Background: an optimization exercise with open tools, aiming at small area. Do not read the settings as production practice.
In this exercise RTL edits were held to simulation tests only and were not proved equivalent to the original.
Power and IR drop assume default switching activity.

`design/flow/run.sh`:
```
#!/bin/bash
# synth_recipe.tcl (not shown) runs the flow's synth.tcl, then flattens the netlist and writes it again
# the make line also repeats each setting of config.mk as NAME=value (left out here)
make -C /OpenROAD-flow-scripts/flow DESIGN_CONFIG=/design/flow/config.mk WORK_HOME=/design/flow/orfs CLKGATE_MAP_FILE= SYNTH_SCRIPT=/design/flow/synth_recipe.tcl finish
```
`design/flow/config.mk`:
```
export PLATFORM = sky130hd
export DESIGN_NAME = hex_network
export DESIGN_NICKNAME = hex_network
export VERILOG_FILES = /design/flow/design.v
export SDC_FILE = /design/flow/constraint.sdc
export NUM_CORES = 8
export LEC_CHECK = 0
export ABC_AREA = 1
export CAP_MARGIN = 20
export CORE_MARGIN = 2
export CORE_UTILIZATION = 40
export PLACE_DENSITY = 0.6
export SLEW_MARGIN = 20
```
`design/flow/constraint.sdc`:
```
create_clock -name core_clock -period 12.0 [get_ports {i_clk}]
set_input_delay 2.4000 -clock core_clock [delete_from_list [all_inputs] [get_ports {i_clk}]]
set_output_delay 2.4000 -clock core_clock [all_outputs]
set_load 0.01 [all_outputs]
```
`design/flow/design.v`:
```
package hex_pkg;
  localparam MEM_ADDR_WIDTH = 21;
  localparam MEM_ADDR_MSB = MEM_ADDR_WIDTH-1;
  localparam MEM_ADDR_WORD_LSB = 2;
  localparam MEM_ADDR_BYTE_LSB = 0;
  localparam MEM_WIDTH = 32;
  localparam MEM_DEPTH = 1 << (MEM_ADDR_WIDTH - 2);
  localparam DATA_WIDTH = 32;
  localparam INSTR_OPC_WIDTH = 4;
  localparam INSTR_OPR_WIDTH = 4;
  localparam INSTR_WIDTH = INSTR_OPC_WIDTH + INSTR_OPR_WIDTH;
  localparam SYSCALL_OPC_WIDTH = 2;
  localparam NUM_LINKS = 4;
  localparam NUM_CORES = 4;
  localparam SLOT_W    = $clog2(NUM_LINKS);  
  localparam CID_W     = $clog2(NUM_CORES);  
  typedef logic [MEM_ADDR_WIDTH-1:0]  iaddr_t;  
  typedef logic [MEM_ADDR_WIDTH-1:2]  waddr_t;  
  typedef logic [MEM_WIDTH-1:0]       data_t;
  typedef logic [INSTR_OPR_WIDTH-1:0] operand_t;
  typedef enum logic [INSTR_OPC_WIDTH-1:0] {
    LDAM = 'h0,
    LDBM = 'h1,
    STAM = 'h2,
    LDAC = 'h3,
    LDBC = 'h4,
    LDAP = 'h5,
    LDAI = 'h6,
    LDBI = 'h7,
    STAI = 'h8,
    BR   = 'h9,
    BRZ  = 'hA,
    BRN  = 'hB,
    OPR  = 'hD,
    PFIX = 'hE,
    NFIX = 'hF
  } opcode_t;
  typedef enum logic [INSTR_OPR_WIDTH-1:0] {
    BRB = 0,
    ADD = 1,
    SUB = 2,
    SVC = 3,
    IN  = 4,
    OUT = 5
  } opr_opcode_t;
  typedef enum logic [SYSCALL_OPC_WIDTH-1:0] {
    EXIT  = 0,
    WRITE = 1,
    READ  = 2
  } syscall_t;
  typedef struct packed {
    opcode_t  opcode;
    operand_t operand;
  } instr_t;
  typedef logic [CID_W-1:0]  core_id_t;
  typedef logic [SLOT_W-1:0] slot_t;
  typedef struct packed {
    core_id_t dst_core;
    slot_t    dst_slot;
    core_id_t src_core;
    data_t    word;
  } data_flit_t;
  typedef struct packed {
    core_id_t dst_core;
  } ack_flit_t;
endpackage
module hex_network
  (
    input  logic               i_clk,
    input  logic               i_rst,
    output logic [4*21-1:0]    o_f_addr,
    input  logic [4*8-1:0]     i_f_data,
    output logic [3:0]         o_d_valid,
    output logic [3:0]         o_d_we,
    output logic [4*19-1:0]    o_d_addr,
    output logic [4*32-1:0]    o_d_data,
    input  logic [4*32-1:0]    i_d_data,
    output logic [3:0]         o_syscall_valid,
    output logic [4*2-1:0]     o_syscall,
    input  logic               i_cfg_we,
    input  logic [1:0]         i_cfg_core,
    input  logic [1:0]         i_cfg_slot,
    input  logic [1:0]         i_cfg_dst_core,
    input  logic [1:0]         i_cfg_dst_slot
  );
  localparam int N = 4;
  logic [20:0] pc   [N];
  logic [31:0] areg [N];
  logic [31:0] breg [N];
  logic [27:0] oreg [N];    
  localparam logic [1:0] IDLE = 2'd0, OUT_SEND = 2'd1, OUT_WAIT = 2'd2, IN_ACK = 2'd3;
  logic [1:0] st [N];
  logic [1:0] rt_core [N][4];
  logic [1:0] rt_slot [N][4];
  logic [3:0] rx_valid [N];
  logic [1:0] rx_src [N][4];
  logic [N-1:0] ibuf_valid;
  logic [1:0]   ibuf_dst  [N];
  logic [1:0]   ibuf_slot [N];
  logic [N-1:0] obuf_valid;
  logic [1:0]   obuf_slot [N];
  logic [1:0]   obuf_src  [N];
  logic [1:0]   rr [N];
  logic [N-1:0] ack1, ack2;
  logic [1:0]  slot    [N];
  logic        op_in   [N];
  logic        op_out  [N];
  logic        done    [N];
  logic        in_ack  [N];
  logic [1:0]  ack_dst [N];
  logic [31:0] in_word [N];
  logic [N-1:0] out_ready;
  genvar k;
  generate
    for (k = 0; k < N; k++) begin : g_core
      logic [3:0]  op, opd;
      logic [31:0] opr;
      logic        is_opr, alu, sub, taken, stall;
      logic [31:0] x, y, sum;
      logic [20:0] pc_inc;
      assign op     = i_f_data[8*k+4 +: 4];
      assign opd    = i_f_data[8*k +: 4];
      assign opr    = {oreg[k], opd};
      assign is_opr = op == 4'hD;
      assign op_in[k]  = is_opr && opd == 4'd4;
      assign op_out[k] = is_opr && opd == 4'd5;
      assign slot[k]   = breg[k][1:0];
      assign stall  = (op_in[k] || op_out[k]) && !done[k];
      assign alu    = is_opr && (opd == 4'd1 || opd == 4'd2);
      assign sub    = is_opr && opd == 4'd2;
      always_comb begin
        case (op)
          4'h6, 4'hD:         x = areg[k];
          4'h7, 4'h8:         x = breg[k];
          4'h5, 4'h9, 4'hA, 4'hB: x = {11'b0, pc[k]};
          default:            x = '0;
        endcase
        y = alu ? (breg[k] ^ {32{sub}}) : opr;
      end
      assign sum = x + y + {31'b0, sub | (op == 4'h5) | (op == 4'h9) | (op == 4'hA) | (op == 4'hB)};
      assign pc_inc = pc[k] + 21'd1;
      assign taken = (op == 4'h9) || (op == 4'hA && areg[k] == '0) || (op == 4'hB && areg[k][31]);
      always_ff @(posedge i_clk or posedge i_rst)
        if (i_rst) begin
          pc[k]   <= '0;
          areg[k] <= '0;
          breg[k] <= '0;
          oreg[k] <= '0;
        end else if (!stall) begin
          if (taken)                     pc[k] <= sum[20:0];
          else if (is_opr && opd == 4'd0) pc[k] <= breg[k][20:0];
          else                           pc[k] <= pc_inc;
          case (op)
            4'h0, 4'h6: areg[k] <= i_d_data[32*k +: 32];
            4'h3:       areg[k] <= opr;
            4'h5:       areg[k] <= {11'b0, sum[20:0]};
            4'hD: if (alu) areg[k] <= sum;
                  else if (opd == 4'd4) areg[k] <= in_word[k];
            default: ;
          endcase
          case (op)
            4'h1, 4'h7: breg[k] <= i_d_data[32*k +: 32];
            4'h4:       breg[k] <= opr;
            default: ;
          endcase
          case (op)
            4'hE:    oreg[k] <= opr[27:0];
            4'hF:    oreg[k] <= {24'hFFFFFF, opd};
            default: oreg[k] <= '0;
          endcase
        end
      assign o_f_addr[21*k +: 21]  = pc[k];
      assign o_d_valid[k]          = op == 4'h0 || op == 4'h1 || op == 4'h2 ||
                                     op == 4'h6 || op == 4'h7 || op == 4'h8;
      assign o_d_we[k]             = op == 4'h2 || op == 4'h8;
      assign o_d_addr[19*k +: 19]  = sum[18:0];
      assign o_d_data[32*k +: 32]  = areg[k];
      assign o_syscall_valid[k]    = is_opr && opd == 4'd3;
      assign o_syscall[2*k +: 2]   = areg[k][1:0];
      assign in_ack[k]  = st[k] == IN_ACK;
      assign done[k]    = (st[k] == OUT_WAIT && ack2[k]) || in_ack[k];
      assign ack_dst[k] = rx_src[k][slot[k]];
      assign in_word[k] = areg[ack_dst[k]];
      assign out_ready[k] = obuf_valid[k] && !rx_valid[k][obuf_slot[k]];
      always_ff @(posedge i_clk)
        if (i_cfg_we && i_cfg_core == k) begin
          rt_core[k][i_cfg_slot] <= i_cfg_dst_core;
          rt_slot[k][i_cfg_slot] <= i_cfg_dst_slot;
        end
      always_ff @(posedge i_clk)
        if (out_ready[k]) rx_src[k][obuf_slot[k]] <= obuf_src[k];
      always_ff @(posedge i_clk or posedge i_rst)
        if (i_rst) begin
          st[k]       <= IDLE;
          rx_valid[k] <= '0;
        end else begin
          if (out_ready[k]) rx_valid[k][obuf_slot[k]] <= 1'b1;
          case (st[k])
            IDLE:
              if (op_out[k])                                st[k] <= OUT_SEND;
              else if (op_in[k] && rx_valid[k][slot[k]])    st[k] <= IN_ACK;
            OUT_SEND: if (!ibuf_valid[k]) st[k] <= OUT_WAIT;
            OUT_WAIT: if (ack2[k])        st[k] <= IDLE;
            IN_ACK: begin
              rx_valid[k][slot[k]] <= 1'b0;
              st[k] <= IDLE;
            end
          endcase
        end
    end
  endgenerate
  logic [N-1:0] grant_vld;
  logic [1:0]   grant_idx [N];
  always_comb
    for (int j = 0; j < N; j++) begin
      grant_vld[j] = 1'b0;
      grant_idx[j] = '0;
      for (int m = 0; m < N; m++) begin
        logic [1:0] c;
        c = rr[j] + m[1:0];
        if (!grant_vld[j] && ibuf_valid[c] && ibuf_dst[c] == j[1:0]) begin
          grant_vld[j] = 1'b1;
          grant_idx[j] = c;
        end
      end
    end
  always_ff @(posedge i_clk)
    for (int i = 0; i < N; i++)
      if (!ibuf_valid[i] && st[i] == OUT_SEND) begin
        ibuf_dst[i]  <= rt_core[i][slot[i]];
        ibuf_slot[i] <= rt_slot[i][slot[i]];
      end
  always_ff @(posedge i_clk)
    for (int j = 0; j < N; j++)
      if ((!obuf_valid[j] || out_ready[j]) && grant_vld[j]) begin
        obuf_slot[j] <= ibuf_slot[grant_idx[j]];
        obuf_src[j]  <= grant_idx[j];
      end
  always_ff @(posedge i_clk or posedge i_rst)
    if (i_rst) begin
      ibuf_valid <= '0;
      obuf_valid <= '0;
      for (int j = 0; j < N; j++) rr[j] <= '0;
      ack1 <= '0;
      ack2 <= '0;
    end else begin
      for (int i = 0; i < N; i++)
        if (!ibuf_valid[i] && st[i] == OUT_SEND) ibuf_valid[i] <= 1'b1;
      for (int j = 0; j < N; j++) begin
        if (out_ready[j]) obuf_valid[j] <= 1'b0;
        if ((!obuf_valid[j] || out_ready[j]) && grant_vld[j]) begin
          obuf_valid[j]            <= 1'b1;
          ibuf_valid[grant_idx[j]] <= 1'b0;
          rr[j]                    <= grant_idx[j] + 2'd1;
        end
      end
      for (int i = 0; i < N; i++)
        ack1[i] <= in_ack[0] && ack_dst[0] == i || in_ack[1] && ack_dst[1] == i ||
                   in_ack[2] && ack_dst[2] == i || in_ack[3] && ack_dst[3] == i;
      ack2 <= ack1;
    end
endmodule
```
==> results.txt <==
Detailed Routing Iterations Pass 1: 9
Placed Cells: 10200
Std-Cell Core Area: 0.131 mm^2
Multi-input gate area: 0.0303 mm^2
First-pass GRT wire length: 404000 um
Final hold viol count: 0
Fin cells: 10300
Max IR drop VDD: 0.000158 V
Finished layout cell area: 0.0618 mm^2
Outcome: finished clean
Setup-failing EPs final: 0
#FFs+latches synth: 628
Filler instances: 13700
Post-synthesis sequential area ratio: 31.1%
Worst setup margin: 1860 ps
Highest-delay cell along the critical path: clkdlybuf4s50_1
DIE AREA: 0.135 mm^2
Vias: 60400
Synth top area share: 23.8%
DRT Wirelength: 287000 um
Startpoint types: primary input
CP cell instances: clkdlybuf4s50_1, inv_1, nor2_2, nand2_1, nor2_2, buf_4, inv_2, o21ai_0, inv_1, fa_1, nand3_1, nand3_1, nand2_1, nand2_1, nand2_1, nand2_1, xor2_1, clkdlybuf4s50_1
CP required: 9600 ps
CTS-repair resized insts: 0
Leak: 29.9 nW
Gpl congestion: 1.09
Worst slew pin tran: 1220 ps
Post-layout util: 47.2%
Crit-path max FO: 53
Hold WC Path Type: reg2reg
Total CTS buffers: 80
Starting Density: 40.2%
Pwr dens: 186 mW/mm^2
Max-cap violations: 0
Slew HR: 17.6%
Synth Flop Type: dfrtp_1
Gr usage total: 41.2%
Initial antenna violation count: 22
PortBufs: 478
# rows: 133
CTS sink count: 628
EDFF count, synth: 128
Setup Buffers After CTS: 0
Hold_ws: 355 ps
Distinct cells, synth: 62
Skew-Pair Late Insertion Delay: 740 ps
ANT nets after route: 0
Syn Inst Count: 8192
Avg Cell Area, Syn: 6.43 um^2
Vias in the first global route: 56000
TritonCTS clock tree: built
RSZ-0062 raised after global routing: no
Share of flip-flops with an asynchronous set or reset: 79.6%
Clk buf depth: 3
Setup CP Type: in2out
Final worst-path cycle share: 84.5%
Post-Syn Area: 0.0526 mm^2
Cell at the root of the clock tree: clkbuf_16
Wire per inst: 27.8 um
Synth warn: 20
Top cell by count, worst path: nand2_1
Power Total: 11.5 mW
Final Skew: 37.7 ps
Fraction of layout cells with a size suffix above 1: 3.95%
Crit end category: primary output
Die Y: 367 um
FMAX: 98.6 MHz
Final Critical Period: 10140 ps
Detailed placement HPWL: 225000 um
Cts hold-fix bufs: 0
Yosys top cell by area: dfrtp_1
Total congestion overflow: 0
Storage element area: 0.0164 mm^2
Critical Path AT: 7740 ps
Htree depth: 3
DR DRC count: 0
Final-report max-slew violation count: 0
Clock slew at reported path FFs: 60 ps
Drt initial violations: 7939
Area growth from synthesis to layout: 17.4%
IO Count: 479
Placed Area: 0.0588 mm^2
Synth Net Count: 8559
Slowest cell delay on critical path: 1170 ps
DIE WIDTH: 367 um
Vias per std cell: 5.85
Post-Place Worst Slack: 1990 ps
Nets: 8864
Largest net degree at the start of global routing: 146
Setup tns final: 0 ps
Synth area leaders: dfrtp_1, nand2_1, inv_1, o21ai_0, edfxtp_1
==> sequential cells by signal, summed over array words and instances (netlist names), 16 cells and up <==
name / cells
areg: 128
breg: 128
oreg: 112
pc: 84
rt_core: 32
rt_slot: 32
rx_src: 32
rx_valid: 16
==> cell usage in the layout (no fill, tap or decap), types with 9 or more instances in the layout <==
| master | Yosys | layout |
|---|---|---|
| a21boi_0 | 13 | 13 |
| a21boi_1 | 13 | 13 |
| a21oi_1 | 229 | 229 |
| a221oi_1 | 34 | 34 |
| a22oi_1 | 31 | 31 |
| a2bb2oi_1 | 9 | 9 |
| a31oi_1 | 29 | 29 |
| and2_1 | 19 | 19 |
| buf_4 | 31 | 72 |
| bufinv_16 | 0 | 17 |
| clkbuf_1 | 189 | 11 |
| clkbuf_16 | 0 | 81 |
| clkdlybuf4s50_1 | 0 | 478 |
| clkinv_2 | 0 | 14 |
| dfrtp_1 | 500 | 500 |
| diode_2 | 0 | 9 |
| edfxtp_1 | 128 | 128 |
| ha_1 | 188 | 188 |
| inv_1 | 1173 | 1170 |
| inv_2 | 30 | 31 |
| nand2_1 | 2671 | 2665 |
| nand2_2 | 17 | 22 |
| nand3_1 | 432 | 430 |
| nand3b_1 | 74 | 74 |
| nand4_1 | 108 | 108 |
| nor2_1 | 637 | 633 |
| nor2_2 | 19 | 21 |
| nor3_1 | 66 | 65 |
| o2111ai_1 | 10 | 10 |
| o211ai_1 | 123 | 123 |
| o21ai_0 | 783 | 782 |
| o21ai_1 | 14 | 15 |
| o21bai_1 | 23 | 23 |
| o221ai_1 | 126 | 126 |
| o22ai_1 | 93 | 93 |
| or2_2 | 19 | 19 |
| xnor2_1 | 16 | 16 |
| xor2_1 | 165 | 165 |
==> synth_stat cells (all sizes together) (10+ instances only) <==
master / n
o221ai: 128
nor2: 662
a21boi: 26
and2: 19
xor2: 165
o21ai: 799
a21oi: 232
nand3b: 74
o21bai: 23
a22oi: 32
inv: 1204
dfrtp: 500
o211ai: 123
o22ai: 93
ha: 188
o2111ai: 10
a31oi: 30
buf: 139
edfxtp: 128
nor3: 66
nand4: 110
a221oi: 34
or2: 20
clkbuf: 192
nand2: 2693
xnor2: 16
nand3: 433
==> metal layers <==
metal / global-route usage (%) / vias up / wire (um)
met5: 0 / - / 165
met4: 25.9 / 22 / 21800
met3: 12.4 / 854 / 32500
met2: 61.6 / 3753 / 121000
met1: 51.8 / 28500 / 112000
li1: - / 27200 / -
==> report_power, final <==
group          internal (mW)  total (mW)  switching (mW)
Combinational           1.72        5.19            3.47
Clock                   1.67        2.80            1.13
Sequential              2.67        3.49           0.817
Total                   6.06        11.5            5.42
==> cells by family (layout without fill, tap and decap cells) <==
family                   after synthesis  in the layout  synth area share (%)
flip-flops                           628            628                  31.1
XOR/XNOR                             181            181                  3.01
AO/OA/AOI/OAI                       1562           1562                  17.6
other                                  0              9                     0
adder cells (fa/ha/maj)              196            196                  4.77
buffers and inverters               1539           1910                  11.6
AND/OR/NAND/NOR                     4086           4086                  32.0
==> final cells by class <==
type                            instances  area share, %
Antenna cell                            9         0.0364
Clock buffer                           99           3.50
Clock inverter                         49           1.35
Inverter                             1208           7.35
Multi-Input combinational cell       6025           49.0
Sequential cell                       628           26.5
Tap cell                             1755           3.55
Timing Repair Buffer                  554           8.74
==> critical path: cells and delay by family <==
| kind | cells | cell delay, ps |
|---|---|---|
| buffers and inverters | 6 | 2690 |
| and+or+nand+nor | 9 | 1350 |
| adders and majority gates | 1 | 490 |
| xor gates and xnor gates | 1 | 410 |
| AOI/OAI and AO/OA | 1 | 350 |
==> path summary, 6_finish.rpt <==
kind,slack (ps),end,cells after the start,startpoint
setup reg to reg,6440,areg[3][2],12,breg[3][1]
max in group asynchronous,7460,pc[0][17],5,i_rst
hold reg to reg,360,ack2[0],0,ack1[0]
setup / recovery,1860,o_d_addr[31],18,i_f_data[12]
min in group asynchronous,2100,pc[2][3],3,i_rst
hold / removal,360,ack2[0],0,ack1[0]

[static timing again, ports no longer ideal]
The results above use ideal ports. As a check the final layout listed here was re-extracted and re-timed, cells and wires unchanged.
Step 1 assumes that a clkbuf_16 drives the clock port and a buf_2 every other input.
Step 2 also shifts input and output timing later by t, the mid clock arrival at the registers, as if the neighbouring blocks saw the same clock.
Slacks: no drivers / after step 1 / after step 2; pairs: no drivers / after step 1.
t, ns: 0.808
setup WS [ns]: 1.863 / 1.841 / 1.841
worst register clock-pin slew, ns: 0.07 / 0.07
worst data-port slew with drivers (ns): 0.07
After both steps setup and hold are still met in this run. The setup slack of this run moves by -0.022 ns with the drivers and by -0.022 ns with both steps.
